Context: an optimization exercise on an open-source flow, tuned for small area, a short achievable clock period and few clock cycles. The choices shown serve that exercise and are no tape-out recipe. Function was checked by simulation only, so behaviour that the tests miss may differ from the original. Power and IR drop assume default switching activity.

--- flow/design.v ---
`timescale 1ns / 1ps
module blk_dff #(parameter WIDTH = 1)
    (
        output logic [WIDTH-1:0] q,
        input logic  [WIDTH-1:0] d,
        input logic             enable,
                                clk,
                                rst_n
    );
    always_ff @(posedge clk, negedge rst_n)
    begin
        if (~rst_n)
        begin
            q<=0;
        end
        else if(enable)
        begin
            q<=d;
        end
    end
endmodule
`timescale 1ns / 1ps
module blk_dff_wait #(parameter WIDTH = 1)
    (
        output logic [WIDTH-1:0] q,
        input logic  [WIDTH-1:0] d,
        input logic             enable,
                                clk,
                                rst_n
    );
    logic [4:0] counter;
    always_ff @(posedge clk, negedge rst_n)
    begin
        if (~rst_n)
        begin
            q <= 0;
            counter <= 0;
        end
        else if (enable)
        begin
            if (counter == 18)
            begin
                q <= d;
                counter <=0;
            end
            else
            begin
                q <= q;
           counter <= counter + 1;
            end
        end
    end
endmodule
`timescale 1ns / 1ps
module blk_mux2x1 #(parameter WIDTH = 4)
(
    output logic [WIDTH-1:0]   out,
    input  logic [WIDTH-1:0]   input1,
                               input2,
    input  logic               select
);
    always_comb 
    begin
        if (select)
            out <= input2;
        else
            out <= input1;
    end
endmodule
`timescale 1ns / 1ps
module blk_mux4x1(
    output logic        out,
    input  logic        a,
                        b,
                        c,
                        d,
    input  logic [1:0]  sel
    );
    always_comb 
    begin
        case(sel)
            2'b00: out = a;
            2'b01: out = b;
            2'b10: out = c;
            2'b11: out = d;
            default: out = 1'bx;
        endcase
    end
endmodule
`timescale 1ns / 1ps
module blk_crc_lfsr #(parameter TBS = 40)
    (
        output  logic  [TBS+24-1:0] o_data_crc,
        output logic                o_valid_crc,
        input  logic                i_data_crc,
        input  logic                i_clk_crc,
        input  logic                i_rst_crc
    );
    logic [23:0] t;
    logic t_data_out;
    logic t_i_data_crc;
    logic [$clog2(TBS+25)-1:0] count;
    logic t_q0, t_q1, t_q2, t_q3,
          t_q4, t_q5, t_q6, t_q7, 
          t_q8, t_q9, t_q10, t_q11,
          t_q12, t_q13, t_q14, t_q15,
          t_q16, t_q17, t_q18, t_q19,
          t_q20, t_q21, t_q22, t_q23,t_q24;
    blk_dff dff23(.q(t_q23),.d(t_q22^t_q23),.clk(i_clk_crc), .rst_n(i_rst_crc),.enable(1'b1));
    blk_dff dff22(.q(t_q22),.d(t_q21),.clk(i_clk_crc),       .rst_n(i_rst_crc),.enable(1'b1));
    blk_dff dff21(.q(t_q21),.d(t_q20),.clk(i_clk_crc),       .rst_n(i_rst_crc),.enable(1'b1));
    blk_dff dff20(.q(t_q20),.d(t_q19),.clk(i_clk_crc),       .rst_n(i_rst_crc),.enable(1'b1));
    blk_dff dff19(.q(t_q19),.d(t_q18),.clk(i_clk_crc),       .rst_n(i_rst_crc),.enable(1'b1));
    blk_dff dff18(.q(t_q18),.d(t_q17^t_q23),.clk(i_clk_crc), .rst_n(i_rst_crc),.enable(1'b1));
    blk_dff dff17(.q(t_q17),.d(t_q16^t_q23),.clk(i_clk_crc), .rst_n(i_rst_crc),.enable(1'b1));
    blk_dff dff16(.q(t_q16),.d(t_q15),.clk(i_clk_crc),       .rst_n(i_rst_crc),.enable(1'b1));
    blk_dff dff15(.q(t_q15),.d(t_q14),.clk(i_clk_crc),       .rst_n(i_rst_crc),.enable(1'b1));
    blk_dff dff14(.q(t_q14),.d(t_q13^t_q23),.clk(i_clk_crc), .rst_n(i_rst_crc),.enable(1'b1));
    blk_dff dff13(.q(t_q13),.d(t_q12),.clk(i_clk_crc),       .rst_n(i_rst_crc),.enable(1'b1));
    blk_dff dff12(.q(t_q12),.d(t_q11),.clk(i_clk_crc),       .rst_n(i_rst_crc),.enable(1'b1));
    blk_dff dff11(.q(t_q11),.d(t_q10^t_q23),.clk(i_clk_crc), .rst_n(i_rst_crc),.enable(1'b1));
    blk_dff dff10(.q(t_q10),.d(t_q9^t_q23),.clk(i_clk_crc),  .rst_n(i_rst_crc),.enable(1'b1));
    blk_dff dff9(.q(t_q9),.d(t_q8),.clk(i_clk_crc),          .rst_n(i_rst_crc),.enable(1'b1));
    blk_dff dff8(.q(t_q8),.d(t_q7),.clk(i_clk_crc),          .rst_n(i_rst_crc),.enable(1'b1));
    blk_dff dff7(.q(t_q7),.d(t_q6^t_q23),.clk(i_clk_crc),    .rst_n(i_rst_crc),.enable(1'b1));
    blk_dff dff6(.q(t_q6),.d(t_q5^t_q23),.clk(i_clk_crc),    .rst_n(i_rst_crc),.enable(1'b1));
    blk_dff dff5(.q(t_q5),.d(t_q4^t_q23),.clk(i_clk_crc),    .rst_n(i_rst_crc),.enable(1'b1));
    blk_dff dff4(.q(t_q4),.d(t_q3^t_q23),.clk(i_clk_crc),    .rst_n(i_rst_crc),.enable(1'b1));
    blk_dff dff3(.q(t_q3),.d(t_q2^t_q23),.clk(i_clk_crc),    .rst_n(i_rst_crc),.enable(1'b1));
    blk_dff dff2(.q(t_q2),.d(t_q1),.clk(i_clk_crc),          .rst_n(i_rst_crc),.enable(1'b1));
    blk_dff dff1(.q(t_q1),.d(t_q0^t_q23),.clk(i_clk_crc),    .rst_n(i_rst_crc),.enable(1'b1));
    blk_dff dff0(.q(t_q0),.d(i_data_crc^t_q23),.clk(i_clk_crc),.rst_n(i_rst_crc),.enable(1'b1));
assign t = {t_q23,t_q22,t_q21,t_q20,t_q19,t_q18,t_q17,t_q16,t_q15,t_q14,t_q13,t_q12,t_q11,t_q10,t_q9,t_q8,t_q7,t_q6,t_q5,t_q4,t_q3,t_q2,t_q1,t_q0};
  always_ff @(posedge i_clk_crc, negedge i_rst_crc )
    begin
        if (~i_rst_crc)
        begin
            count <= 0;
            o_data_crc <= 0;
            o_valid_crc <= 0;
        end
        else
        begin
            if (count<=TBS-1) 
            begin
               o_data_crc[TBS+24-1-count] <= i_data_crc;
                o_valid_crc <= 0;
            end 
            else if (count == TBS+24) 
            begin
                o_data_crc[23:0] <= t;
                o_valid_crc <= 1;
            end
            else if (count == TBS+25)
            begin
                o_valid_crc <= 1;
            end
            else
            begin
                o_valid_crc <= 0;
            end
            if(count <= TBS+26)
            begin
                count <= count + 1;
            end
        end
    end
endmodule
`timescale 1ns / 1ps
module blk_controller
    (
        output logic o_enable,
        input  logic i_valid,
                     i_clk,
                     i_rst
    );
    typedef enum logic { IDLE, TURBO_EN} state;
    state next_state, current_state;
    always_ff @(posedge i_clk or negedge i_rst)
    begin
        if(~i_rst)
        begin
            current_state <= IDLE;
        end
        else
        begin
            current_state <= next_state;
        end
    end
    always_comb
    begin
        case(current_state)
            IDLE: 
            begin
                next_state  <= i_valid ? TURBO_EN : IDLE;
            end
            TURBO_EN: 
            begin
                next_state  <= TURBO_EN;
            end
            default: 
            begin
                next_state  <= current_state;
            end
        endcase
    end
    assign o_enable = (current_state == TURBO_EN) ? 1'b1 : 1'b0;
endmodule
`timescale 1ns / 1ps
module const_table #(
    parameter TBS = 40                    
) 
(
    output  logic  [9:0] o_Fsum,
                         f1,
                         f2,
    input   logic        enable,clk,rst_n
);
function automatic integer f1_values (input integer i);
    case (i)
        1: f1_values = 3;  2: f1_values = 7;  3: f1_values = 19; 4: f1_values = 7;
        5: f1_values = 7;  6: f1_values = 11; 7: f1_values = 5;  8: f1_values = 11;
        default: f1_values = 0;
    endcase
endfunction
function automatic integer f2_values (input integer i);
    case (i)
        1: f2_values = 10; 2: f2_values = 12; 3: f2_values = 42; 4: f2_values = 16;
        5: f2_values = 18; 6: f2_values = 20; 7: f2_values = 22; 8: f2_values = 24;
        default: f2_values = 0;
    endcase
endfunction
localparam integer index=(((TBS+24)-40)>>>3)+1;
always @(posedge clk, negedge rst_n)
    begin
        if (~rst_n)
        begin
            f1 <= 0;
            f2 <= 0;
        end
        else if (enable)
        begin
            f1 <= f1_values(index);
            f2 <= f2_values(index);
        end
    end
assign o_Fsum=f1+f2;
endmodule
`timescale 1ns / 1ps
module blk_counter #(parameter TBS=16)
    (
        output logic    start,
                        ff_enable,
                        trellis_enable,
                        enable_rsc,
                        enable_tre_sel,
                        enable_valid,
        input  logic    enable,
                        init,
                        clk,
                        rst_n
    );
    reg   [14:0] reg_count;
    logic       t_reset;
    always_ff @(posedge clk, negedge rst_n)
    begin
        if (~rst_n) 
        begin
            enable_valid   <= 0;
            enable_tre_sel <= 0;
            enable_rsc     <= 0;
            reg_count      <= 0;
            t_reset        <= 0;
            trellis_enable <= 0;
            ff_enable      <= 1;
        end
        else if (enable)
        begin    
        reg_count <= reg_count+1;
        if(reg_count ==(TBS+24)*19)
        begin
            enable_valid <= 1;
        end
        if(reg_count ==(TBS+24)*19+2)
        begin
            enable_tre_sel <= 1;
        end
        if (reg_count<=(TBS+24)*19 && ~init)
        begin
            if(reg_count==(TBS+24)*19)
            begin
                enable_rsc <= 1;
                ff_enable <= 0;
            end
            if(reg_count< 21)
            begin
                t_reset   <= 0;
            end
            else
            begin
                t_reset <= 1;
            end
        end
        else if (reg_count>((TBS+24)*19)+(TBS+24)+1)
        begin
            trellis_enable <= 1;
            t_reset        <= 0;
        end
        end
    end
   assign start = t_reset||init;
endmodule
`timescale 1ns / 1ps
module blk_unit
    (
        output logic [ 16:0] x,
        input  logic [9:0]  i_Fsum,
                            f2,
        input  logic        ff_enable,
                            start,
                            clk,
                            rst_n
    );
    logic [16:0] R1_o,R2_o;
    logic [16:0] R1_i,R2_i;
    logic [11:0] t_o1;
    logic [16:0] t_o2;
    logic [16:0] t_o3;
    logic [16:0] t_add1;
    logic [4:0] count;
    logic [11:0] t_f2;
    assign t_f2 = f2<<1;
    blk_dff_wait     #(17) dff1(.q(R1_o),.d(R1_i),.enable(ff_enable),.clk(clk),.rst_n(rst_n));
    blk_dff_wait     #(17) dff2(.q(R2_o),.d(R2_i),.enable(ff_enable),.clk(clk),.rst_n(rst_n));
    blk_mux2x1  #(12) mux1(.out(t_o1),.input1(12'b0),.input2(t_f2),.select(start));
    blk_mux2x1  #(17) mux2(.out(t_o2),.input1(12'b0),.input2(R2_o),.select(start));
    assign t_add1={ 5'b0,t_o1}+t_o2;
    blk_mux2x1 #(17) mux3(.out(R2_i),.input1({7'b0,i_Fsum}),.input2(t_add1),.select(start));
    blk_mux2x1 #(17) mux4(.out(t_o3),.input1({7'b0,i_Fsum}),.input2(R1_o),.select(start));
    assign R1_i = t_o3+t_add1;
    assign x    = R1_o;
endmodule
`timescale 1ns / 1ps
module Raw_Addr_Gen #(parameter TBS = 16)
    (
        output logic        start_trellis,
        output logic [ 16:0] x,
        output logic        trellis_enable,
        output logic        enable_rsc,
        output logic        enable_tre_sel,
        output logic        enable_valid,
        input  logic        enable,
                            init,
                            clk,
                            rst_n
    );
    logic [9:0] t_o_Fsum,
                t_f1,
                t_f2;
    logic       t_start;
    logic       t_enable;
    const_table #(TBS)  const_table_inst(.o_Fsum(t_o_Fsum),
                                                .f1(t_f1),
                                                .f2(t_f2),
                                                .enable(enable),
                                                .clk(clk),
                                                .rst_n(rst_n)
                                                );
    blk_counter  #(TBS)                  counter_inst(.start(t_start),
                                                .ff_enable(t_enable),
                                                .trellis_enable(trellis_enable),
                                                .enable_rsc(enable_rsc),
                                                .enable_tre_sel(enable_tre_sel),
                                                .enable_valid(enable_valid),
                                                .enable(enable),
                                                .init(init),
                                                .clk(clk),
                                                .rst_n(rst_n)
                                                );
    blk_unit                          unit_inst(.x(x),
                                                .i_Fsum(t_o_Fsum),
                                                .f2(t_f2),
                                                .ff_enable(t_enable),
                                                .start(t_start),
                                                .clk(clk),
                                                .rst_n(rst_n)
                                                );
assign start_trellis = t_start;
endmodule
`timescale 1ns / 1ps
module blk_div_cu
    (
        output logic start,
        input  logic valid,
                        clk,  
                        rst_n
    );
    logic [5:0] count;
    typedef enum logic [1:0] {IDLE,SET,WAIT,START } state;
    state current_state, next_state;
    logic flag;
    always_ff @(posedge clk or negedge rst_n)
    begin
        if(!rst_n)
        begin
            count         <= 0;
            current_state <= IDLE;
        end
        else
        begin
            if(count<= 18)
            begin
                count <= count+1;
            end            
            current_state <= next_state;
        end
    end
    always_comb
    begin
        case(current_state)
            IDLE:
            begin
                next_state = SET;
            end
            SET:
            begin
                if (count == 19)
                next_state = WAIT;
                else 
                next_state = SET;
            end
            WAIT:
            begin
                if(valid)
                begin
                next_state = START;
                end
                else
                begin
                next_state = WAIT;
                end
            end
            START:
            begin
                next_state = IDLE;
            end
            default:
            begin
                next_state = IDLE;
            end
        endcase
    end
    always_comb
    begin
        flag = 0;
        case(current_state)
            IDLE:
            begin
                start = 0;
            end
            SET:
            begin
                flag = 0;
                if(count==19 && ~flag)
                begin
                    start=1;
                    flag=1;
                end
                else
                begin
                    start=0;
                end
            end
            WAIT:
            begin
                start = 0;
            end
            START:
            begin
                start = 1;
            end
            default:
            begin
                start = 0;
            end
        endcase
    end
   endmodule
module blk_restoring_division #(parameter TBS = 16)
(
    input  logic          clk,
    input  logic          rst,
    input  logic          start,
    input  logic [ 16:0]   X,
    output logic [12:0] modout,
    output logic         valid
);
logic [16:0] Y; 
logic [33:0] Z,next_Z,
             Z_temp,
             Z_temp1;
logic        next_state,
             pres_state;
logic [4:0] count,
             next_count;
logic        next_valid;
logic [16:0] quot,
             rem;
localparam  IDLE = 1'b0;
localparam  START = 1'b1;
assign Y    = TBS+24;
assign rem  = Z[33:17];
assign quot = Z[16:0];
always @ (posedge clk or negedge rst)
begin
if(!rst)
begin
  Z          <= 34'b0;
  valid      <= 1'b0;
  pres_state <= IDLE;
  count      <= 5'b0;
end
else
begin
  Z          <= next_Z;
  valid      <= next_valid;
  pres_state <= next_state;
  count      <= next_count;
end
end
always @ (*)
begin 
Z_temp  = 34'b0;
Z_temp1 = 34'b0;
case(pres_state)
IDLE:
begin
    next_count = 5'b0;
    next_valid = 1'b0;
if(start)
begin
    next_state = START;
    next_Z     = {17'b0,X};
end
else
begin
    next_state = pres_state;
    next_Z     = 33'b0;
end
end
START:
begin
    next_count = count + 1'b1;
    Z_temp     = Z << 1;
    Z_temp1    = {Z_temp[33:17]-Y,Z_temp[16:0]};
    next_Z     = Z_temp1[33] ? {Z_temp[33:17],Z_temp[16:1],1'b0} : {Z_temp1[33:17],Z_temp[16:1],1'b1} ;
    next_valid = (count==16) ? 1'b1 : 1'b0; 
    next_state = (count==16) ? IDLE : pres_state;	
end
endcase
end
assign modout=(valid)? (X-quot*Y) :(X-quot*Y);
endmodule
`timescale 1ns / 1ps
module blk_interleaver #(parameter  TBS=16)
    (   
        output logic [12:0] y,
        output logic        read_y,
        output logic        start_trellis,
        output logic        trellis_enable,
        output logic        enable_rsc,
        output logic        enable_tre_sel,
        output logic        enable_valid,
        input logic         enable,
                            init,
                            clk,
                            rst_n
    );
    logic [16 :0] t_x;
    logic        t_start,
                 t_valid_div;
    Raw_Addr_Gen    #(TBS)         Raw_Addr_Gen_inst (.start_trellis(start_trellis),
                                                      .x(t_x),
                                                      .trellis_enable(trellis_enable),
                                                      .enable_rsc(enable_rsc),
                                                      .enable_tre_sel(enable_tre_sel),
                                                      .enable_valid(enable_valid),
                                                      .enable(enable),
                                                      .init(init),
                                                      .clk(clk),
                                                      .rst_n(rst_n));
    blk_div_cu                      blk_div_cu_inst (.start(t_start),
                                                    .valid(t_valid_div),
                                                    .clk(clk),
                                                    .rst_n(rst_n));
    blk_restoring_division #(TBS)       blk_restoring_division_inst (.clk(clk),
                                                                    .rst(rst_n),
                                                                    .start(t_start),
                                                                    .X(t_x),
                                                                    .modout(y),
                                                                    .valid(t_valid_div));
    assign read_y = t_valid_div;
endmodule
`timescale 1ns / 1ps
module blk_buff #(TBS = 24)
    (
        output logic                      o_buff1,
                                          o_buff2,
        input logic [(TBS+24)-1:0]        i_buff,
        input logic [12:0]                index,
        input logic                       read_index,
        input logic                       start,
                                          enable,
                                          clk,
                                          rst_n
    );
    logic [(TBS+24)-1:0]       data2;
    logic [$clog2(TBS+24)-1:0] reg_count;
    always_ff @(posedge clk or negedge rst_n)
    begin
        if(~rst_n)
        begin
            o_buff1       <= 0;
            o_buff2       <= 0;
            reg_count     <= 0;
        end
        else if (enable) 
        begin
        if (~start && reg_count<=(TBS+24) & read_index ) 
        begin
            data2[reg_count] <= i_buff[index];
            if (reg_count < (TBS+24-1))
            begin
                reg_count <= reg_count+1;
            end
            else
            begin
                reg_count <= 0;
            end
        end 
        else if (start)
        begin
            o_buff1     <= i_buff[reg_count];
            o_buff2     <= data2[reg_count];
            if (reg_count < (TBS+24-1))
            begin
                reg_count <= reg_count+1;
            end
        end
    end
    end
endmodule
`timescale 1ns / 1ps
module blk_RSC
    (
        output logic out1,
                     out2,
                     out3,
        input logic  data_in,
        input logic  enable,
                     switch,
                     clk,
                     rst_n
    );
logic t_in;
logic t_d1,t_d2,t_d3,t_d0;
logic t_state_rst;
logic x;
assign x = (switch)? data_in : t_in;
assign t_d0=x^t_d3^t_d2;
blk_dff ddf0(.q(t_in),.d(data_in),.enable(enable),.clk(clk),.rst_n(rst_n));
blk_dff dff1(.q(t_d1),.d(t_d0),.enable(enable),.clk(clk),.rst_n(rst_n));
blk_dff dff2(.q(t_d2),.d(t_d1),.enable(enable),.clk(clk),.rst_n(rst_n));
blk_dff dff3(.q(t_d3),.d(t_d2),.enable(enable),.clk(clk),.rst_n(rst_n));
assign out1=x;
assign out2=t_d3^t_d1^t_d0;    
assign out3=t_d3^t_d2;   
endmodule
`timescale 1ns / 1ps
module blk_trellis_selector #(parameter TBS=16)
    (
        output logic [$clog2(TBS+24+4)-1:0]  index,
        output logic [1:0]                          bit_selector,
        output logic                                o_trans_enable,
        input  logic                                enable,
                                                    i_start_terllis,
                                                    i_enable_count,
                                                    i_clk_terllis,
                                                    i_rst_n_terllis
    );
    logic [2:0]  trans_count;
    always_ff @(posedge i_clk_terllis or negedge i_rst_n_terllis)
    begin
        if (~i_rst_n_terllis) 
        begin
            index          <= 0;
            bit_selector   <= 0;
            trans_count    <= 0;
            o_trans_enable <= 1;
        end
        else if (enable)
        begin
            if (~i_start_terllis) 
        begin
            if(~i_enable_count)
            begin
                index<=0;
            end
            else if(index < TBS+24+-1)
            begin
                index <= index+1;
            end
        end
        else if (i_start_terllis )
        begin
            if (trans_count>'b11) 
            begin
                if (index < TBS+24+4-1)
                begin
                    index        <= index+1;
                    bit_selector <= bit_selector+1;
                end
            end
            else if (trans_count <='b11) 
            begin
                if (trans_count==2'b11) 
                begin
                    o_trans_enable <= 0;
                end
                if (bit_selector<2'b11) 
                begin
                    bit_selector <= bit_selector+1;
                end
            end
            if (trans_count < 3'b111) 
            begin
                trans_count <= trans_count+1;
            end
        end
        end
    end 
endmodule
`timescale 1ns / 1ps
module blk_trellis_term #(parameter TBS=16)
    (
        output logic  [(TBS+24+4)-1:0]              o_stream1_trellis,
                                                    o_stream2_trellis,
                                                    o_stream3_trellis,
        output logic                                o_valid_trellis,
                                                    o_enable_P2S,
        input  logic  [$clog2(TBS+24+4)-1:0] index,
        input  logic  [1:0]                         bit_selector,
        input  logic                                enable,
                                                    enable_valid,
                                                    i_trans_enable,
                                                    i_RSC1_out1,
                                                    i_RSC1_out2,
                                                    i_RSC2_out1,
                                                    i_RSC2_out2,
        input  logic                                i_start_terllis,
                                                    i_clk_terllis,
                                                    i_rst_n_terllis   
    );
    logic [3:0] t_x1,t_x2,t_x3,t_x4;
    logic temp1,temp2,temp3;
    always_ff @(posedge i_clk_terllis or negedge i_rst_n_terllis)
    begin
        if (~i_rst_n_terllis) 
        begin
            o_stream1_trellis <= 0;
            o_stream2_trellis <= 0;
            o_stream3_trellis <= 0;
            o_valid_trellis   <= 0;
            o_enable_P2S      <= 0;
            t_x1              <= 0;
            t_x2              <= 0;
            t_x3              <= 0;
            t_x4              <= 0;
        end
        else if (enable)
        begin
            if (~i_start_terllis) 
        begin
            if (index >= 4) 
                   begin
                        o_valid_trellis <= 1'b1; 
                   end
                   if (index == 5) 
                   begin
                        o_enable_P2S <= 1'b1; 
                   end
            o_stream1_trellis [index] <= i_RSC1_out1;
            o_stream2_trellis [index] <= i_RSC1_out2;
            o_stream3_trellis [index] <= i_RSC2_out2;
        end
        else if (~i_trans_enable && index >= TBS+24) 
        begin
            o_stream1_trellis [index] <= temp1;
            o_stream2_trellis [index] <= temp2;
            o_stream3_trellis [index] <= temp3;    
        end 
        else if (i_trans_enable)
        begin
            t_x1[bit_selector] <= i_RSC1_out1;
            t_x2[bit_selector] <= i_RSC1_out2;
            t_x3[bit_selector] <= i_RSC2_out2;
            t_x4[bit_selector] <= i_RSC2_out1;
        end
        end
    end
    blk_mux4x1 blk_mux4x1_inst (.out(temp1),
                                .a(t_x1[0]),
                                .b(t_x2[1]),
                                .c(t_x4[0]),
                                .d(t_x3[1]),
                                .sel(bit_selector)
                                );
    blk_mux4x1 blk_mux4x1_inst1 (.out(temp2),
                                .a(t_x2[0]),
                                .b(t_x1[2]),
                                .c(t_x3[0]),
                                .d(t_x4[2]),
                                .sel(bit_selector)
                                );
    blk_mux4x1 blk_mux4x1_inst2 (.out(temp3),
                                .a(t_x1[1]),
                                .b(t_x2[2]),
                                .c(t_x4[1]),
                                .d(t_x3[2]),
                                .sel(bit_selector)
                                );
endmodule
`timescale 1ns / 1ps
module blk_Turbo_encoder #(
    parameter TBS = 16                      
) 
( 
    output logic [(TBS+24+4)-1:0]         o_stream1_turbo,
                                          o_stream2_turbo,
                                          o_stream3_turbo,
    output logic                          o_valid_turbo,
                                          o_enable_P2S,
    input  logic  [(TBS+24)-1:0]          i_data_turbo,
    input  logic                          i_enable_turbo,
    input  logic                          i_start_turbo,
                                          i_clk_turbo,
                                          i_rst_turbo
);
logic [12:0]                        t_index_turbo;
logic                               t_o_buff1,t_o_buff2;
logic                               t_start_trellis;
logic                               t_RSC1_out1,t_RSC1_out2,t_RSC2_out1,t_RSC2_out2;
logic                               t_count_trellis;
logic [$clog2(TBS+24+4)-1:0] t_index;
logic [1:0]                         t_bit_selector;
logic                               t_fb1,t_fb2;
logic                               t_outmux1,t_outmux2;
logic                               t_trans_enable;
logic                               t_read_index;
logic                               t_enable_rsc;
logic                               t_enable_tre_sel;
logic                               t_enable_valid;
logic                               t_enable_P2S;
blk_interleaver     #(TBS)           blk_interleaver_inst(.y(t_index_turbo),
                                                                .read_y(t_read_index), 
                                                                .start_trellis(t_count_trellis),
                                                                .trellis_enable(t_start_trellis),
                                                                .enable_rsc(t_enable_rsc),
                                                                .enable_tre_sel(t_enable_tre_sel),
                                                                .enable_valid(t_enable_valid),
                                                                .enable(i_enable_turbo),
                                                                .init(i_start_turbo),
                                                                .clk(i_clk_turbo),
                                                                .rst_n(i_rst_turbo)
                                                                );
blk_buff            #(TBS)                 blk_buff_inst(.o_buff1(t_o_buff1),
                                                                .o_buff2(t_o_buff2),
                                                                .i_buff(i_data_turbo),
                                                                .read_index(t_read_index),
                                                                .index(t_index_turbo),
                                                                .start(t_enable_rsc),
                                                                .enable(i_enable_turbo),
                                                                .clk(i_clk_turbo),
                                                                .rst_n(i_rst_turbo)
                                                                );
blk_mux2x1          #(1)                        blk_mux2x1_inst(.out(t_outmux1),
                                                                .input1(t_o_buff1),
                                                                .input2(t_fb1),
                                                                .select(t_start_trellis)
                                                                );
blk_RSC                                            blk_RSC_inst(.out1(t_RSC1_out1),
                                                                .out2(t_RSC1_out2),
                                                                .out3(t_fb1),
                                                                .data_in(t_outmux1),
                                                                .enable(t_enable_rsc),
                                                                .switch(t_start_trellis),
                                                                .clk(i_clk_turbo),
                                                                .rst_n(i_rst_turbo)
                                                                );
blk_mux2x1           #(1)                       blk_mux2x1_inst1(.out(t_outmux2),
                                                                 .input1(t_o_buff2),
                                                                 .input2(t_fb2),
                                                                 .select(t_start_trellis)
                                                                 );
blk_RSC                                            blk_RSC_inst1(.out1(t_RSC2_out1),
                                                                 .out2(t_RSC2_out2),
                                                                 .out3(t_fb2),
                                                                 .data_in(t_outmux2),
                                                                 .enable(t_enable_rsc),
                                                                 .switch(t_start_trellis),
                                                                 .clk(i_clk_turbo),
                                                                 .rst_n(i_rst_turbo)
                                                                 );
blk_trellis_selector #(TBS)     blk_trellis_selector_inst(.index(t_index),
                                                                 .bit_selector(t_bit_selector),
                                                                 .o_trans_enable(t_trans_enable),
                                                                 .enable(i_enable_turbo),
                                                                 .i_enable_count(t_enable_tre_sel),
                                                                 .i_start_terllis(t_start_trellis),
                                                                 .i_clk_terllis(i_clk_turbo),
                                                                 .i_rst_n_terllis(i_rst_turbo)
                                                                 );
blk_trellis_term     #(TBS)          blk_trellis_term_inst(.o_stream1_trellis(o_stream1_turbo),
                                                                  .o_stream2_trellis(o_stream2_turbo),
                                                                  .o_stream3_trellis(o_stream3_turbo),
                                                                  .o_valid_trellis(o_valid_turbo),
                                                                  .o_enable_P2S(t_enable_P2S),
                                                                  .index(t_index),
                                                                  .bit_selector(t_bit_selector),
                                                                  .enable(i_enable_turbo),
                                                                  .enable_valid(t_enable_valid),
                                                                  .i_trans_enable(t_trans_enable),
                                                                  .i_RSC1_out1(t_RSC1_out1),
                                                                  .i_RSC1_out2(t_RSC1_out2),
                                                                  .i_RSC2_out1(t_fb2),
                                                                  .i_RSC2_out2(t_RSC2_out2),
                                                                  .i_start_terllis(t_start_trellis),
                                                                  .i_clk_terllis(i_clk_turbo),
                                                                  .i_rst_n_terllis(i_rst_turbo)
                                                                  );
assign  o_enable_P2S = t_enable_P2S;
endmodule
`timescale 1ns / 1ps
module blk_P2S #(parameter TBS = 16)
    (
        output logic d_k0,
                     d_k1,
                     d_k2,
        input logic [(TBS+24+4)-1:0] i_stream1_turbo,
                                     i_stream2_turbo,
                                     i_stream3_turbo,
        input logic                  i_valid,
                                     i_clk_turbo,
                                     i_rst_turbo
    );
    logic [$clog2(TBS+24+4)-1:0] count;
    always_ff @(posedge i_clk_turbo, negedge i_rst_turbo)
    begin
        if (~i_rst_turbo) 
        begin
            d_k0   <= 0;
            d_k1   <= 0;
            d_k2   <= 0;
            count  <= 0;
        end
        else if (i_valid)
        begin
            d_k0  <= i_stream1_turbo[count];
            d_k1  <= i_stream2_turbo[count];
            d_k2  <= i_stream3_turbo[count];
            if(count != TBS+24+4-1)
            begin
                count <= count+1;
            end
        end
    end
endmodule
module ALU #(
          parameter CB = 1  ,  
          parameter  NL = 1  ,  
          parameter  C  = 32   
)
(
        input logic [11:0]   TBS,    
        input logic [11:0]    G,    
        input logic [1:0]     Qm,    
        input logic [1:0]    rv_idx,    
        output logic [11:0]  E  ,     
        output logic [11:0]  Ko ,
        output logic [11:0] k_pi,
        output logic [11:0] D,
        output logic [4:0 ]  dummy_position,   
        output logic [6:0 ]  no_ofRows        
);
logic [11:0] g;
logic [11:0] D_temp;
logic [6:0] temp_rows;
assign D_temp         = TBS + 24 + 4;
assign temp_rows      = (D_temp >> 5)+1;
assign no_ofRows      = temp_rows;
assign dummy_position = (temp_rows << 5) - D_temp;
assign k_pi           = temp_rows << 5;
assign D              = D_temp; 
always_comb begin
        if(Qm == 2) begin
                g = G >> 1;
                E = g << 1;
        end
        else begin
                g = G >> 2;
                E = g << 2;
        end
        if (rv_idx==0) begin
                Ko = temp_rows << 0;
        end
        else begin 
                Ko = temp_rows << 6; 
        end
end
endmodule
module ControllerRM 
(
    input  logic clk, rst, enable,
    input  logic writeDummy_done,writeData_done,
    input  logic readData_done1, readData_done2,readData_done3,  
    input  logic RM_Valid,
    input  logic [11:0] TBS,
    input  logic [11:0] G,
    input  logic [1:0]  Qm,
    input  logic [1:0] rv_idx,
    output logic writeDummy,writeData,
    output logic en_RAM,en_Buffer,weBuff,readRAM1,readRAM2,readRAM3,
    output logic [11:0] E,
    output logic [6:0]  R,
    output logic [11:0] Ko,
    output logic [11:0] D,
    output logic [11:0] k_pi,
    output logic [4:0]  dummy_position
);
logic [2:0] state;
parameter s0 = 3'b000;        
parameter s1 = 3'b001;        
parameter s2 = 3'b010;        
parameter s3 = 3'b011;        
parameter s4 = 3'b100;        
parameter s5 = 3'b101;        
parameter s6 = 3'b110;        
logic [11:0] E_temp;
logic [6:0] R_temp;
logic [11:0] Ko_temp;
logic [4:0] dummy_position_temp;
logic [11:0] temp_D;
logic [11:0] temp_k_pi;
    ALU #(.CB(1), .NL(1), .C(32)) ALU_Cont
    (
        .TBS(TBS),
        .G(G),
        .Qm(Qm),
        .rv_idx(rv_idx),
        .E(E_temp),
        .Ko(Ko_temp),
        .k_pi(temp_k_pi),
        .D(temp_D),
        .dummy_position(dummy_position_temp),
        .no_ofRows(R_temp)
    );
always_ff @(posedge clk ) begin
          if (!rst) state <= s0;
          else
            case (state)
                s0: if (rst) begin
                       state <= s1;  
                    end
                s1 : if ((writeDummy_done == 1)&& enable) begin
                        state <= s2;
                    end
                s2 : if (writeData_done) begin
                        state <= s3;
                    end
                s3 : if (readData_done1) begin
                        state <= s4;
                    end
                s4: if (readData_done2) begin
                    state <= s5;
                end
                s5: if (readData_done3) begin
                    state <= s6;
                end
                s6: if (RM_Valid) begin
                    state <= s0;
                end
                default: state <= s0;
            endcase
end
always_comb begin 
            case (state)
                s0: begin
                   E = 0; R =0; Ko =0; dummy_position=0;D=0; k_pi=0;
                   en_RAM = 0; en_Buffer=0; writeDummy=0 ; writeData =0 ;readRAM1=0;readRAM2=0;readRAM3=0;weBuff=0;
                end
                s1: begin
                   E= E_temp;R= R_temp;Ko = Ko_temp;dummy_position = dummy_position_temp;
                   D= temp_D; k_pi = temp_k_pi;
                   en_RAM = 1; en_Buffer= 0; writeDummy =1; writeData=0;readRAM1=0;readRAM2=0;readRAM3=0;weBuff=0;
                   if (writeDummy_done) begin
                        writeDummy = 0;
                   end
                   else begin
                    writeDummy = 1;
                   end
                end
                s2: begin
                    E= E_temp;R= R_temp;Ko = Ko_temp;dummy_position = dummy_position_temp;
                    D= temp_D; k_pi = temp_k_pi;
                    en_RAM=1; en_Buffer=0; writeDummy=0; readRAM1=0;readRAM2=0;readRAM3=0;weBuff=0;
                    if (writeData_done) begin
                        writeData =0;
                    end
                    else begin
                        writeData = 1;
                    end
                end
                s3: begin
                    E= E_temp;R= R_temp;Ko = Ko_temp;dummy_position = dummy_position_temp;
                    D= temp_D; k_pi = temp_k_pi;
                    en_RAM =1; en_Buffer=1; writeDummy=0;writeData=0;readRAM1=1;readRAM2=0;readRAM3=0;weBuff=1;
                    if(readData_done1)begin
                        readRAM1 = 0;
                        readRAM2 = 1;
                    end
                    else begin
                        readRAM1 =1;
                    end
                end
                s4: begin
                    E= E_temp;R= R_temp;Ko = Ko_temp;dummy_position = dummy_position_temp;
                    D= temp_D; k_pi = temp_k_pi;
                    en_RAM =1; en_Buffer=1; writeDummy=0;writeData=0;readRAM1=0;readRAM2=1;readRAM3=0;weBuff=1;
                    if(readData_done2)begin
                        readRAM2 = 0;
                        readRAM3 = 1;
                    end
                    else begin
                        readRAM2 = 1;
                    end
                end
                s5: begin
                    E= E_temp;R= R_temp;Ko = Ko_temp;dummy_position = dummy_position_temp;
                    D= temp_D; k_pi = temp_k_pi;
                    en_RAM =1; en_Buffer=1; writeDummy=0;writeData=0;readRAM1=0;readRAM2=0;readRAM3=1;weBuff=1;
                    if (readData_done3) begin
                        readRAM3 = 0; 
                    end
                    else begin
                        readRAM3 =1;
                    end
                end
                s6: begin
                    E= E_temp;R= R_temp;Ko = Ko_temp;dummy_position = dummy_position_temp;
                    D= temp_D; k_pi = temp_k_pi;
                    en_RAM =1; en_Buffer=1; writeDummy=0;writeData=0;readRAM1=0;readRAM2=0;readRAM3=0;weBuff=0;
                end
                default: begin
                    E = 0; R =0; Ko =0; dummy_position=0; D=0 ; k_pi=0;
                    en_RAM = 0; en_Buffer=0; writeDummy=0 ; writeData =0 ;readRAM1=0;readRAM2=0;readRAM3=0;weBuff<=0;
                end
            endcase 
end
endmodule
module ControllerRAM #
(
        parameter C = 32,
        parameter OP_mode=1
)
(
    input logic clk,rst,
    input logic [4:0] dummyPosition,
    input logic [11:0] D,
    input logic [11:0] k_pi,
    input logic [6:0] R,
    input logic writeDum,
    input logic write_data,read_data,
    output logic writeDummy_done,
    output logic writeData_done,readData_done, 
    output logic [11:0] addr
);
function automatic logic [4:0] P (input logic [5:0] idx);
    case (idx)
        6'd0: P = 0;   6'd1: P = 16;  6'd2: P = 8;   6'd3: P = 24;
        6'd4: P = 4;   6'd5: P = 20;  6'd6: P = 12;  6'd7: P = 28;
        6'd8: P = 2;   6'd9: P = 18;  6'd10: P = 10; 6'd11: P = 26;
        6'd12: P = 6;  6'd13: P = 22; 6'd14: P = 14; 6'd15: P = 30;
        6'd16: P = 1;  6'd17: P = 17; 6'd18: P = 9;  6'd19: P = 25;
        6'd20: P = 5;  6'd21: P = 21; 6'd22: P = 13; 6'd23: P = 29;
        6'd24: P = 3;  6'd25: P = 19; 6'd26: P = 11; 6'd27: P = 27;
        6'd28: P = 7;  6'd29: P = 23; 6'd30: P = 15; 6'd31: P = 31;
        default: P = 0;
    endcase
endfunction
logic [11:0] wait_count;
logic [11:0] data_count;
logic [4:0] dummy_count;
logic [7:0] row_count;
logic [5:0] r;
logic [7:0] row_count1;
logic [5:0] r1;
always_ff @( posedge clk ) begin 
    if(!rst)begin
        writeDummy_done <= 0;
        writeData_done <= 0;
        readData_done <=0;
        addr <= 0;
        data_count <=0;
        dummy_count <= 0;
        row_count <=0;
        r<=0;
        row_count1 <=0 ;
        r1 <= 0;
    end
    else begin          
            data_count <= dummyPosition;
            if (writeDum && (writeDummy_done ==0)) begin
                if (dummy_count < dummyPosition) begin
                    addr <= {7'b0000000,dummy_count};   
                    dummy_count <= dummy_count + 1;
                end
                else begin
                        writeDummy_done <=1;
                        dummy_count <= 0;
                        addr <= dummyPosition;
                end
            end
            if ((write_data ==1) && (writeDummy_done == 1) && (writeData_done ==0)) begin
                    if (data_count <= (D + dummyPosition)-1) begin
                        addr        <= data_count; 
                        data_count  <= data_count +1;
                    end
                    else begin
                        writeData_done <= 1; 
                        data_count <= 0;
                        if (OP_mode == 0) begin
                            addr <= 0;
                        end
                        else begin
                            addr <= 1;
                        end
                    end
            end
            if ((read_data ==1) && (writeData_done ==1) && (readData_done==0)) begin 
                if (OP_mode == 0) begin
                    if ((row_count != (R-1)) && (r<=31)) begin
                             addr <= addr +32;
                             row_count <= row_count +1; 
                        end
                    else begin
                    if ((row_count == (R-1))&& (r<=31)) begin
                        addr <= P(r+1);
                        r <= r +1;
                        row_count <= 0; 
                    end  
                    else begin
                        readData_done <=1; 
                    end
                    end
                end
             else begin
                    if ((row_count1 != (R-1)) && (r1<=31)) begin
                        addr <= addr +32;
                        row_count1 <= row_count1 +1; 
                    end
                    else begin
                    if ((row_count1 == (R-1))&& (r1<=31)) begin
                        addr <= P(r1+1)+1;
                        r1 <= r1 +1;
                        row_count1 <= 0; 
                    end  
                    else begin
                        readData_done <=1; 
                    end
                    end
               end
    end
end
end
endmodule
module RAMM (
                input logic  clk, 
                input logic  weDum,
                input logic  weData, 
                input logic en,
                input logic [11:0] addr, 
                input logic  di,
                output logic [1:0] dout
);
logic  [1:0] RAM [0:63];
always_ff @(posedge clk) begin
        if (en) begin
            if (weDum) begin
                RAM[addr[5:0]] <= 2'b11;
            end
            else if (weData) begin
                RAM[addr[5:0]] <= {1'b0,di};
            end
            else
                dout <= RAM[addr[5:0]];
         end
end
endmodule
module CtrlBuff (
            input logic clk,rst,en,
            input logic [11:0] K_PI,
            input logic [11:0] Ko,
            input logic [11:0] E,
            input logic readRAM1,readRAM2,readRAM3,v_k_Valid,
            output logic [12:0] addrBuff,
            output logic RM_Valid
);
logic writeBuff_done, writeBuff_done1,writeBuff_done2,writeBuff_done3;
logic readBuff_done;
logic [12:0] index_Counter1, index_Counter2,index_Counter3,index_CounterR;
always_ff @( posedge clk ) begin
            if (!rst || !en) begin
                RM_Valid <= 0;
                writeBuff_done <= 0;
                writeBuff_done1<=0;writeBuff_done2<=0;writeBuff_done3<=0;
                readBuff_done <= 0;
                index_Counter1 <= 0; index_Counter2<=0;index_Counter3<=0;
                index_CounterR <=0;
                addrBuff <= 0;
            end
            else begin
                if ((index_Counter1 <= (K_PI-1)) && v_k_Valid && !writeBuff_done1  && readRAM1) begin
                        addrBuff<= index_Counter1 ;
                        index_Counter1 <= index_Counter1+1;
                    end
                if(index_Counter1 == (K_PI)) begin
                        writeBuff_done1 <= 1;
                        index_Counter1 <= 0;
                end
                if ((index_Counter2 <= (K_PI-1))&& !writeBuff_done2 && readRAM2) begin
                        addrBuff <= K_PI+(index_Counter2 << 1);
                        index_Counter2 <= index_Counter2 +1;
                end
                 if (index_Counter2 == (K_PI)) begin
                        writeBuff_done2 <=1 ;
                        index_Counter2 <= 0;
                end
                if ((index_Counter3 <= (K_PI-1)) && !writeBuff_done3 && readRAM3) begin
                        addrBuff <= K_PI+(index_Counter3 << 1)+1;
                        index_Counter3 <= index_Counter3 +1;
                end
                if(index_Counter3 == K_PI) begin
                        writeBuff_done3 <=1;
                        index_Counter3<=0;
                end
                if (writeBuff_done1 && writeBuff_done2 && writeBuff_done3) begin
                            writeBuff_done <= 1;
                end
                if ((writeBuff_done == 1) && (readBuff_done == 0)) begin
                        if ((index_CounterR < E) && (index_CounterR==0)) begin
                                RM_Valid <= 1;
                                addrBuff <= Ko ; 
                                index_CounterR <= index_CounterR +1;
                        end
                        else if ((index_CounterR !=0) && (index_CounterR< E)) begin
                                addrBuff <= addrBuff + 1;
                                index_CounterR <= index_CounterR + 1;
                                RM_Valid <= 1;
                        end
                        else  begin
                            readBuff_done <= 1;
                            RM_Valid <= 0;
                        end
                    end
            end
end
endmodule
module CHB (
    input clk,en,rst,
    input logic [1:0] v_k0,v_k1,v_k2,
    input logic readRAM1,readRAM2,readRAM3,
    output logic [1:0] v_k,
    output logic v_k_Valid
);
    always_ff @( posedge clk,negedge rst ) begin
    if (!rst) begin
        v_k <= 0;
        v_k_Valid <= 0;
   end
   else begin 
        if(en) begin
            if (readRAM1 && !readRAM2 && !readRAM3) begin
                v_k <= v_k0;
                v_k_Valid <=1;
            end
            else if (!readRAM1 && readRAM2 && !readRAM3) begin
                v_k <= v_k1;
            end
            else begin
                v_k <= v_k2;
            end
        end
    end
end
endmodule
module CirBuffTest
 (
                input logic clk,rst,en,
                input logic [1:0] RAM_Out,
                input logic [12:0] addrBuff,
                input logic weBuff,
                output logic [1:0] e_k
);
logic [1:0] Cir_Buff [0:191];   
always_ff @(posedge clk) begin
        if (!rst) begin
            e_k <= 2'b00;
        end
        else if (en) begin
            if (weBuff) begin
                Cir_Buff[addrBuff] <= RAM_Out; 
            end
            else begin
                    e_k <= Cir_Buff[addrBuff];
            end
            end
end
endmodule
module BitSelect (
                input logic clk,rst,en,
                input logic [1:0] e_k,
                output logic ek
);
always_ff @( posedge clk) begin 
    if (!rst) begin
            ek <= 0;
    end
    else if (!en) begin
        if (e_k !== 2'b11)  begin 
            ek <= e_k[0];
         end
    end
end
endmodule
module RateMatcher (
    input logic clk_RM,rst_RM,en_RM,
    input logic [11:0] TBS,
    input logic [11:0] G,
    input logic [1:0] Qm,
    input logic [1:0] rv_indx,
    input logic d_k0, d_k1,d_k2,
    output logic e_k,
    output logic RM_Valid 
);
logic temp_writeDummy_done,temp_writeDummy_done1,temp_writeDummy_done2,temp_writeDummy_done3;
logic temp_writeData_done,temp_writeData_done1,temp_writeData_done2,temp_writeData_done3;
logic temp_readData_done1,temp_readData_done2,temp_readData_done3;
logic temp_RM_Valid;
assign temp_RM_Valid = 1'b0;
logic temp_writeDummy;
logic temp_writeData;
logic temp_en_RAM;
logic temp_en_buffer;
logic temp_weBuff;
logic [11:0] temp_E; 
logic [11:0] temp_D; 
logic [11:0] temp_k_pi;
logic [6:0]  temp_R;
logic [11:0] temp_Ko;
logic [4:0] temp_dummy_position;
logic [11:0] temp1_addr,temp2_addr,temp3_addr;
logic [1:0] v_k,v_k0,v_k1,v_k2;
logic temp_readRAM1,temp_readRAM2,temp_readRAM3;
logic [12:0] temp_addrBuff;
logic temp_v_k_Valid;
logic [1:0] temp_e_k;
logic       temp_wait_enable;
ControllerRM ControllerRM
(
    .clk(clk_RM),
    .rst(rst_RM),
    .enable(en_RM),
    .writeDummy_done(temp_writeDummy_done),
    .writeData_done(temp_writeData_done),
    .readData_done1(temp_readData_done1),
    .readData_done2(temp_readData_done2),
    .readData_done3(temp_readData_done3),
    .RM_Valid(temp_RM_Valid),
    .TBS(TBS),
    .G(G),
    .Qm(Qm),
    .rv_idx(rv_indx),
    .writeDummy(temp_writeDummy),
    .writeData(temp_writeData),
    .en_RAM(temp_en_RAM),
    .en_Buffer(temp_en_buffer),
    .weBuff(temp_weBuff),
    .readRAM1(temp_readRAM1),
    .readRAM2(temp_readRAM2),
    .readRAM3(temp_readRAM3),
    .E(temp_E),
    .R(temp_R),
    .Ko(temp_Ko),
    .D(temp_D),
    .k_pi(temp_k_pi),
    .dummy_position(temp_dummy_position)
);
ControllerRAM #(.C(32), .OP_mode(0)) CtrlRAM1
(
    .clk(clk_RM),
    .rst(rst_RM),
    .dummyPosition(temp_dummy_position),
    .D(temp_D),
    .k_pi(temp_k_pi),
    .R(temp_R),
    .writeDum(temp_writeDummy),
    .write_data(temp_writeData),
    .read_data(temp_readRAM1),
    .writeDummy_done(temp_writeDummy_done1),
    .writeData_done(temp_writeData_done1),
    .readData_done(temp_readData_done1),
    .addr(temp1_addr)
); 
RAMM RAM1
(
    .clk(clk_RM),
    .weDum(temp_writeDummy),
    .weData(temp_writeData),
    .en(temp_en_RAM),
    .addr(temp1_addr),
    .di(d_k0),
    .dout(v_k0)
);
ControllerRAM #(.C(32), .OP_mode(0)) CtrlRAM2
(
    .clk(clk_RM),
    .rst(rst_RM),
    .dummyPosition(temp_dummy_position),
    .D(temp_D),
    .k_pi(temp_k_pi),
    .R(temp_R),
    .writeDum(temp_writeDummy),
    .write_data(temp_writeData),
    .read_data(temp_readRAM2),
    .writeDummy_done(temp_writeDummy_done2),
    .writeData_done(temp_writeData_done2),
    .readData_done(temp_readData_done2),
    .addr(temp2_addr)
); 
RAMM RAM2
(
    .clk(clk_RM),
    .weDum(temp_writeDummy),
    .weData(temp_writeData),
    .en(temp_en_RAM),
    .addr(temp2_addr),
    .di(d_k1),
    .dout(v_k1)
);
ControllerRAM #(.C(32), .OP_mode(1)) CtrlRAM3
(
    .clk(clk_RM),
    .rst(rst_RM),
    .dummyPosition(temp_dummy_position),
    .D(temp_D),
    .k_pi(temp_k_pi),
    .R(temp_R),
    .writeDum(temp_writeDummy),
    .write_data(temp_writeData),
    .read_data(temp_readRAM3),
    .writeDummy_done(temp_writeDummy_done3),
    .writeData_done(temp_writeData_done3),
    .readData_done(temp_readData_done3),
    .addr(temp3_addr)
); 
RAMM RAM3
(
    .clk(clk_RM),
    .weDum(temp_writeDummy),
    .weData(temp_writeData),
    .en(temp_en_RAM),
    .addr(temp3_addr),
    .di(d_k2),
    .dout(v_k2)
);
assign temp_writeDummy_done = temp_writeDummy_done1;
assign temp_writeData_done = temp_writeData_done1 ;
CtrlBuff CtrlBuffer 
(
    .clk(clk_RM),
    .rst(rst_RM),
    .en(temp_en_buffer),
    .K_PI(temp_k_pi),
    .Ko(temp_Ko),
    .E(temp_E),
    .readRAM1(temp_readRAM1),
    .readRAM2(temp_readRAM2),
    .readRAM3(temp_readRAM3),
    .v_k_Valid(temp_v_k_Valid),
    .addrBuff(temp_addrBuff),
    .RM_Valid(RM_Valid)
);
CHB choiceBlock
(
    .clk(clk_RM),
    .en(temp_en_buffer),
    .rst(rst_RM),
    .v_k0(v_k0),
    .v_k1(v_k1),
    .v_k2(v_k2),
    .readRAM1(temp_readRAM1),
    .readRAM2(temp_readRAM2),
    .readRAM3(temp_readRAM3),
    .v_k(v_k),
    .v_k_Valid(temp_v_k_Valid)
);
CirBuffTest CircBuffer
(
    .clk(clk_RM),
    .rst(rst_RM),
    .en(temp_en_buffer),
    .RAM_Out(v_k),
    .addrBuff(temp_addrBuff),
    .weBuff(temp_weBuff),
    .e_k(temp_e_k)
); 
BitSelect BitSelect
(
    .clk(clk_RM),
    .rst(rst_RM),
    .en(temp_weBuff),
    .e_k(temp_e_k),
    .ek(e_k)
);
endmodule
`timescale 1ns / 1ps
module nb_tx_top #(parameter TBS = 16 , parameter G = 132, parameter Qm = 2, parameter rv_indx = 0)
    (
        output logic                  e_k,
        output logic                  RM_Valid,
        input logic       i_data_crc,
        input logic                    
                                      i_clk_crc,
                                      i_rst_crc
    );
    logic [(TBS+24)-1:0]   t_data_crc;
    logic                  t_valid_crc;
    logic                  t_enable_turbo;
    logic [(TBS+24+4)-1:0] t_o_stream1_turbo,
                           t_o_stream2_turbo,
                           t_o_stream3_turbo;
   logic                   t_o_valid_turbo;
   logic                   t_dk0,
                           t_dk1,
                           t_dk2;
    logic                   t_enable_P2S;
    blk_crc_lfsr #(.TBS(TBS))                    blk_crc_lfsr_inst(.o_data_crc(t_data_crc),
                                                                    .o_valid_crc(t_valid_crc),
                                                                    .i_data_crc(i_data_crc),
                                                                    .i_clk_crc(i_clk_crc),
                                                                    .i_rst_crc(i_rst_crc)
                                                                     );
    blk_controller                                blk_controller_inst(.o_enable(t_enable_turbo),
                                                                      .i_valid(t_valid_crc),
                                                                      .i_clk(i_clk_crc),
                                                                      .i_rst(i_rst_crc)
                                                                      );
    blk_Turbo_encoder #(.TBS(TBS))                 blk_Turbo_encoder_inst(.o_stream1_turbo(t_o_stream1_turbo),
                                                                       .o_stream2_turbo(t_o_stream2_turbo),
                                                                       .o_stream3_turbo(t_o_stream3_turbo),
                                                                       .o_valid_turbo(t_o_valid_turbo),
                                                                        .o_enable_P2S(t_enable_P2S),
                                                                       .i_data_turbo(t_data_crc),
                                                                       .i_enable_turbo(t_enable_turbo),
                                                                       .i_start_turbo(t_valid_crc),
                                                                       .i_clk_turbo(i_clk_crc),
                                                                       .i_rst_turbo(i_rst_crc)
                                                                       );
    blk_P2S         #(TBS)                         blk_P2S_inst(.d_k0(t_dk0),
                                                                .d_k1(t_dk1),
                                                                .d_k2(t_dk2),
                                                                .i_stream1_turbo(t_o_stream1_turbo),
                                                                .i_stream2_turbo(t_o_stream2_turbo),
                                                                .i_stream3_turbo(t_o_stream3_turbo),
                                                                .i_valid(t_enable_P2S),
                                                                .i_clk_turbo(i_clk_crc),
                                                                .i_rst_turbo(i_rst_crc)
                                                                );    
    RateMatcher                                         RateMatcher_inst(.clk_RM(i_clk_crc),
                                                                         .rst_RM(i_rst_crc),
                                                                         .en_RM(t_o_valid_turbo),
                                                                         .TBS(TBS),
                                                                         .G(G),
                                                                         .Qm(Qm),
                                                                         .rv_indx(rv_indx),
                                                                         .d_k0(t_dk0),
                                                                         .d_k1(t_dk1),
                                                                         .d_k2(t_dk2),
                                                                         .e_k(e_k),
                                                                         .RM_Valid(RM_Valid)
                                                                        );
endmodule
--- flow/run.sh ---
#!/bin/bash
# synth_recipe.tcl (not shown) runs the flow's synth.tcl, then flattens the netlist and writes it again
# the make line also repeats each setting of config.mk as NAME=value (left out here)
make -C /OpenROAD-flow-scripts/flow DESIGN_CONFIG=/design/flow/config.mk WORK_HOME=/design/flow/orfs CLKGATE_MAP_FILE= SYNTH_SCRIPT=/design/flow/synth_recipe.tcl finish
--- flow/config.mk ---
export PLATFORM = sky130hd
export DESIGN_NAME = nb_tx_top
export DESIGN_NICKNAME = nb_tx_top
export VERILOG_FILES = /design/flow/design.v
export SDC_FILE = /design/flow/constraint.sdc
export NUM_CORES = 4
export LEC_CHECK = 0
export CAP_MARGIN = 20
export CORE_MARGIN = 2
export CORE_UTILIZATION = 40
export PLACE_DENSITY = 0.6
export SLEW_MARGIN = 20
--- flow/constraint.sdc ---
create_clock -name core_clock -period 7.0 [get_ports {i_clk_crc}]
set_input_delay 1.4000 -clock core_clock [delete_from_list [all_inputs] [get_ports {i_clk_crc}]]
set_output_delay 1.4000 -clock core_clock [all_outputs]
set_load 0.01 [all_outputs]
==> PnR_summary.wiki <==
{| class="wikitable"
! Metric !! Value
|-
| Clock buffers created by TritonCTS || 149
|-
| Final weighted congestion of routability-driven global placement || 0.824
|-
| Number of port buffers || 4
|-
| Wire length of the first global-routing pass || approximately 230000 µm
|-
| Max-Cap Viols || 0
|-
| Number of nets with antenna violations after detailed routing || 0
|-
| Endpoints failing hold || 0
|-
| Proportion of synthesized chip area in sequential cells || 60.0%
|-
| Clock-pin slew on the worst setup and hold paths || 0.06 ns
|-
| Net total in the final layout || 5184
|-
| Skew final || 0.0313 ns
|-
| Synthesized flop and latch total || 1377
|-
| Maximum number of pins on one net before global-route repair || 150
|-
| Net count after synthesis || 5242
|-
| Worst max-slew margin expressed relative to the limit || between 20% and 30%
|-
| Synthesized cell area || roughly 63000 µm²
|-
| Part of the cycle the worst path needs || about 70%
|-
| Number of distinct library cells after synthesis || between 80 and 90
|-
| Pins over their slew limit || 0
|-
| Number of instances on the worst hold path || 0
|-
| Total power of the final layout || 0.0200 W
|-
| Die Span Y || 400 µm
|-
| Average wire per cell in the routed design || about 20 µm
|-
| Antenna Diode Count || 0
|-
| Half-perimeter wire length after detailed placement || around 91000 µm
|-
| Synthesized netlist cell count || 5102
|-
| Hold slack final || 0.372 ns
|-
| Max rail drop VDD || 0.255 mV
|-
| Proportion of netlist area held by the largest area contributor || 39.0%
|-
| Result of the run || timing/DRC/antenna clean
|-
| CTS tree || built
|-
| Residual DRC || 0
|-
| Core footprint || 156000 µm²
|-
| Leading area contributor after synthesis || sky130_fd_sc_hd__edfxtp_1
|-
| Antenna violations before repair || 0
|-
| Count of boundary I/O pins || 5
|-
| Source-to-sink clock delay at the later pin of the worst-skew pair || 0.78 ns
|-
| R2R depth || 16
|-
| Synth async-reset ratio || 26.9%
|-
| Count of synthesis-stage warnings from yosys || 29
|-
| Starting DRT DRC Count || around 3400
|-
| Master cell of the clock root buffer || sky130_fd_sc_hd__clkbuf_16
|-
| Minimum clock period || 4.92 ns
|-
| Synthesis-to-finish area growth || 11.0%
|-
| Mean instance size in the synthesized netlist || between 10 and 15 µm²
|-
| Starting Density || 40.2%
|-
| Clock sink count || 1377
|-
| Main flop type after synthesis || sky130_fd_sc_hd__edfxtp_1
|-
| Power per cell area || around 290 nW/µm²
|-
| Final TNS setup || 0 ns
|-
| Maximum level of the CTS H-tree || 4
|-
| Worst Setup Slack post-DPL || 2.15 ns
|-
| Setup WS post-layout || between 2 and 2.5 ns
|-
| Post-cts sizing count || 0
|-
| Hold_buf cts || 0
|-
| WS Path Type || flop to flop
|-
| Via count of the routed design || 40800
|-
| Crit. End Element || flop
|-
| Post-CTS setup buffer count || 0
|-
| Number of cell rows || 145
|-
| Share of final-layout standard cells stronger than drive strength 1 || approximately an eighth
|-
| All-Layer GR Usage || between 10% and 20%
|-
| Required arrival time at the worst endpoint || roughly 7.6 ns
|-
| Number of global-route vias before repair || slightly above 40000
|-
| Final wirelength || 146000 µm
|-
| Transition at the pin with the smallest max-transition slack || 1.14 ns
|-
| Floorplan die area || 160000 µm²
|-
| Die Span X || 400 µm
|-
| Global-route congestion overflow total || 0
|-
| Via density per instance || 5.64
|-
| Hold/Removal Path Class || flop to flop
|-
| P_leak || 23.9 nW
|-
| Setup repair after global routing missed its margin || false
|-
| Upper clock frequency limit || 203 MHz
|-
| Maximum fanout along the worst path || 34
|-
| Count of flip-flops with a built-in enable after synthesis || 814
|-
| Setup-failing EPs final || 0
|-
| Cells taking the most area after synthesis || sky130_fd_sc_hd__edfxtp_1 (39%), sky130_fd_sc_hd__dfrtp_1 (15%), sky130_fd_sc_hd__mux4_2 (7.1%)
|-
| CTS max path bufs || 3
|-
| Arrival time of data at the critical path endpoint || 5.51 ns
|-
| Pre-antenna DRT Iters || 5
|-
| Startpoint kind of the worst setup timing path || flop
|}
[critical path, cell delays in order, from the launching register on]
cell and delay [ns]:
sky130_fd_sc_hd__dfrtp_1 0.43, sky130_fd_sc_hd__or2_2 0.56, sky130_fd_sc_hd__and2_1 0.29, sky130_fd_sc_hd__ha_1 0.22, sky130_fd_sc_hd__ha_1 0.21, sky130_fd_sc_hd__a21oi_1 0.31
sky130_fd_sc_hd__nor2_1 0.12, sky130_fd_sc_hd__mux2_2 0.29, sky130_fd_sc_hd__ha_1 0.34, sky130_fd_sc_hd__a21o_1 0.23, sky130_fd_sc_hd__o32ai_1 0.23, sky130_fd_sc_hd__a21oi_1 0.15
sky130_fd_sc_hd__a2111oi_0 0.66, sky130_fd_sc_hd__o21ai_0 0.22, sky130_fd_sc_hd__a31oi_1 0.23, sky130_fd_sc_hd__xor2_1 0.15, sky130_fd_sc_hd__o21ai_0 0.09
[layout by cell type (no fill, tap or decap), types with 21 or more instances in the layout]
cell type,count
sky130_fd_sc_hd__a221oi_1,44
sky130_fd_sc_hd__nand3_1,149
sky130_fd_sc_hd__dfxtp_1,188
sky130_fd_sc_hd__dfrtp_1,366
sky130_fd_sc_hd__nand2b_1,33
sky130_fd_sc_hd__a211oi_1,52
sky130_fd_sc_hd__a21o_1,22
sky130_fd_sc_hd__and2_1,54
sky130_fd_sc_hd__a22oi_1,121
sky130_fd_sc_hd__clkbuf_16,152
sky130_fd_sc_hd__mux2i_1,26
sky130_fd_sc_hd__a32o_1,44
sky130_fd_sc_hd__nor3_1,94
sky130_fd_sc_hd__nor4_1,34
sky130_fd_sc_hd__clkbuf_1,39
sky130_fd_sc_hd__clkinv_2,22
sky130_fd_sc_hd__xnor2_1,111
sky130_fd_sc_hd__inv_1,84
sky130_fd_sc_hd__mux2_2,54
sky130_fd_sc_hd__o21ai_0,207
sky130_fd_sc_hd__nand2_1,445
sky130_fd_sc_hd__buf_4,51
sky130_fd_sc_hd__a31oi_1,52
sky130_fd_sc_hd__nor2b_1,21
sky130_fd_sc_hd__a22o_1,74
sky130_fd_sc_hd__and3_1,44
sky130_fd_sc_hd__or3_1,33
sky130_fd_sc_hd__xor2_1,126
sky130_fd_sc_hd__mux4_2,198
sky130_fd_sc_hd__nand4_1,67
sky130_fd_sc_hd__edfxtp_1,814
sky130_fd_sc_hd__nor2_1,738
sky130_fd_sc_hd__a21oi_1,119
sky130_fd_sc_hd__ha_1,135
[logic make-up after synthesis]
| group | count (synthesis) | synth area share, % |
|---|---|---|
| AOI/OAI and AO/OA | 880 | 9.74 |
| xor gates and xnor gates | 238 | 3.34 |
| buffers and inverters | 358 | 2.23 |
| muxes | 282 | 8.58 |
| DFF | 1377 | 60.0 |
| and+or+nand+nor | 1830 | 13.4 |
| adders and majority gates | 137 | 2.76 |
[cells in the mapped netlist (26+ instances only)]
cell type / number
sky130_fd_sc_hd__a22o_1: 74
sky130_fd_sc_hd__edfxtp_1: 814
sky130_fd_sc_hd__nor4_1: 34
sky130_fd_sc_hd__buf_1: 28
sky130_fd_sc_hd__inv_1: 85
sky130_fd_sc_hd__o21ai_0: 207
sky130_fd_sc_hd__and2_1: 54
sky130_fd_sc_hd__a32o_1: 44
sky130_fd_sc_hd__xor2_1: 126
sky130_fd_sc_hd__nand2_1: 445
sky130_fd_sc_hd__nand2b_1: 36
sky130_fd_sc_hd__clkbuf_1: 206
sky130_fd_sc_hd__xnor2_1: 111
sky130_fd_sc_hd__and3_1: 44
sky130_fd_sc_hd__a31oi_1: 52
sky130_fd_sc_hd__nand4_1: 67
sky130_fd_sc_hd__nor2_1: 741
sky130_fd_sc_hd__nor3_1: 97
sky130_fd_sc_hd__or3_1: 33
sky130_fd_sc_hd__dfxtp_1: 192
sky130_fd_sc_hd__mux2_2: 54
sky130_fd_sc_hd__a221oi_1: 44
sky130_fd_sc_hd__a211oi_1: 52
sky130_fd_sc_hd__mux2i_1: 26
sky130_fd_sc_hd__ha_1: 135
sky130_fd_sc_hd__a21oi_1: 119
sky130_fd_sc_hd__nand3_1: 150
sky130_fd_sc_hd__a22oi_1: 121
sky130_fd_sc_hd__buf_2: 34
sky130_fd_sc_hd__mux4_2: 198
sky130_fd_sc_hd__dfrtp_1: 369
[metrics by stage]
stage	utilization [%]	cell area [µm²]	instances
floorplan	-	62600	5102
finish	44.6	69500	7225
global placement	41.5	64700	6950
global route	44.6	69500	7225
CTS	44.6	69500	7225
detailed placement	41.6	64800	6951
[power by group]
part	switching [W]	total [W]	internal, W
combinational	0.00173	0.00249	0.000760
clock	0.00324	0.00764	0.00440
sequential	0.000406	0.00988	0.00948
total	0.00538	0.0200	0.0146
[per-layer routing]
metal / wire length [µm] / share of wire [%] / track usage (%) / vias to the layer above
li1: - / - / - / 19000
met1: 66900 / 46 / 25.8 / 20500
met2: 69300 / 47 / 29.6 / 1016
met3: 7120 / 4.9 / 2.80 / 220
met4: 3060 / 2.1 / 5.16 / 0
met5: 0 / 0 / 0 / -
[final timing paths]
| check | from | end | slack, ns |
|---|---|---|---|
| hold reg to reg | blk_crc_lfsr_inst.dff11.q$_DFF_PN0_ | blk_crc_lfsr_inst.dff12.q$_DFF_PN0_ | 0.37 |
| min in group asynchronous | i_rst_crc | async pin | 0.51 |
| max in group asynchronous | i_rst_crc | blk_P2S_inst.count[0]$_DFFE_PN0P_ | 4.56 |
| setup / recovery | blk_crc_lfsr_inst.o_valid_crc$_DFF_PN0_ | flop | 2.08 |
| hold / removal | blk_crc_lfsr_inst.dff11.q$_DFF_PN0_ | blk_crc_lfsr_inst.dff12.q$_DFF_PN0_ | 0.37 |
| setup reg to reg | blk_crc_lfsr_inst.o_valid_crc$_DFF_PN0_ | flop | 2.08 |
[final cells by class]
class,count,area [µm²]
fillers,14100,86300
well taps,2058,2570
clock buffers,207,4170
repair buffers,60,518
multi-input cells,3367,23800
clock inverters,67,569
flip-flops and latches,1377,37600
inverters,89,337
Testbench counts, summed over its fixed seeds: cycles 114,144.

-- afterwards: timing with drivers on the ports --
Ports are ideal in the flow. The routed layout listed here was re-timed in OpenROAD.
Step 1 (the two cells are an assumption about what drives the block):
set clk [get_ports {i_clk_crc}]
set_driving_cell -lib_cell sky130_fd_sc_hd__clkbuf_16 $clk
set_driving_cell -lib_cell sky130_fd_sc_hd__buf_2 [delete_from_list [all_inputs] $clk]
Step 2 also shifts input and output timing later by t, the mid clock arrival at the registers, as if the neighbouring blocks saw the same clock.
Slacks: ideal / step 1 / step 2; pairs: ideal / step 1.
t (ns): 0.839
setup WS [ns]: 2.082 / 2.082 / 2.082
hold slack, ns: 0.372 / 0.372 / 0.372
clock arrival spread, ns: 0.032 / 0.031
worst data-port slew with drivers (ns): 0.09
After both steps setup and hold are still met in this run. The setup slack of this run moves by 0.000 ns with the drivers and by 0.000 ns with both steps.
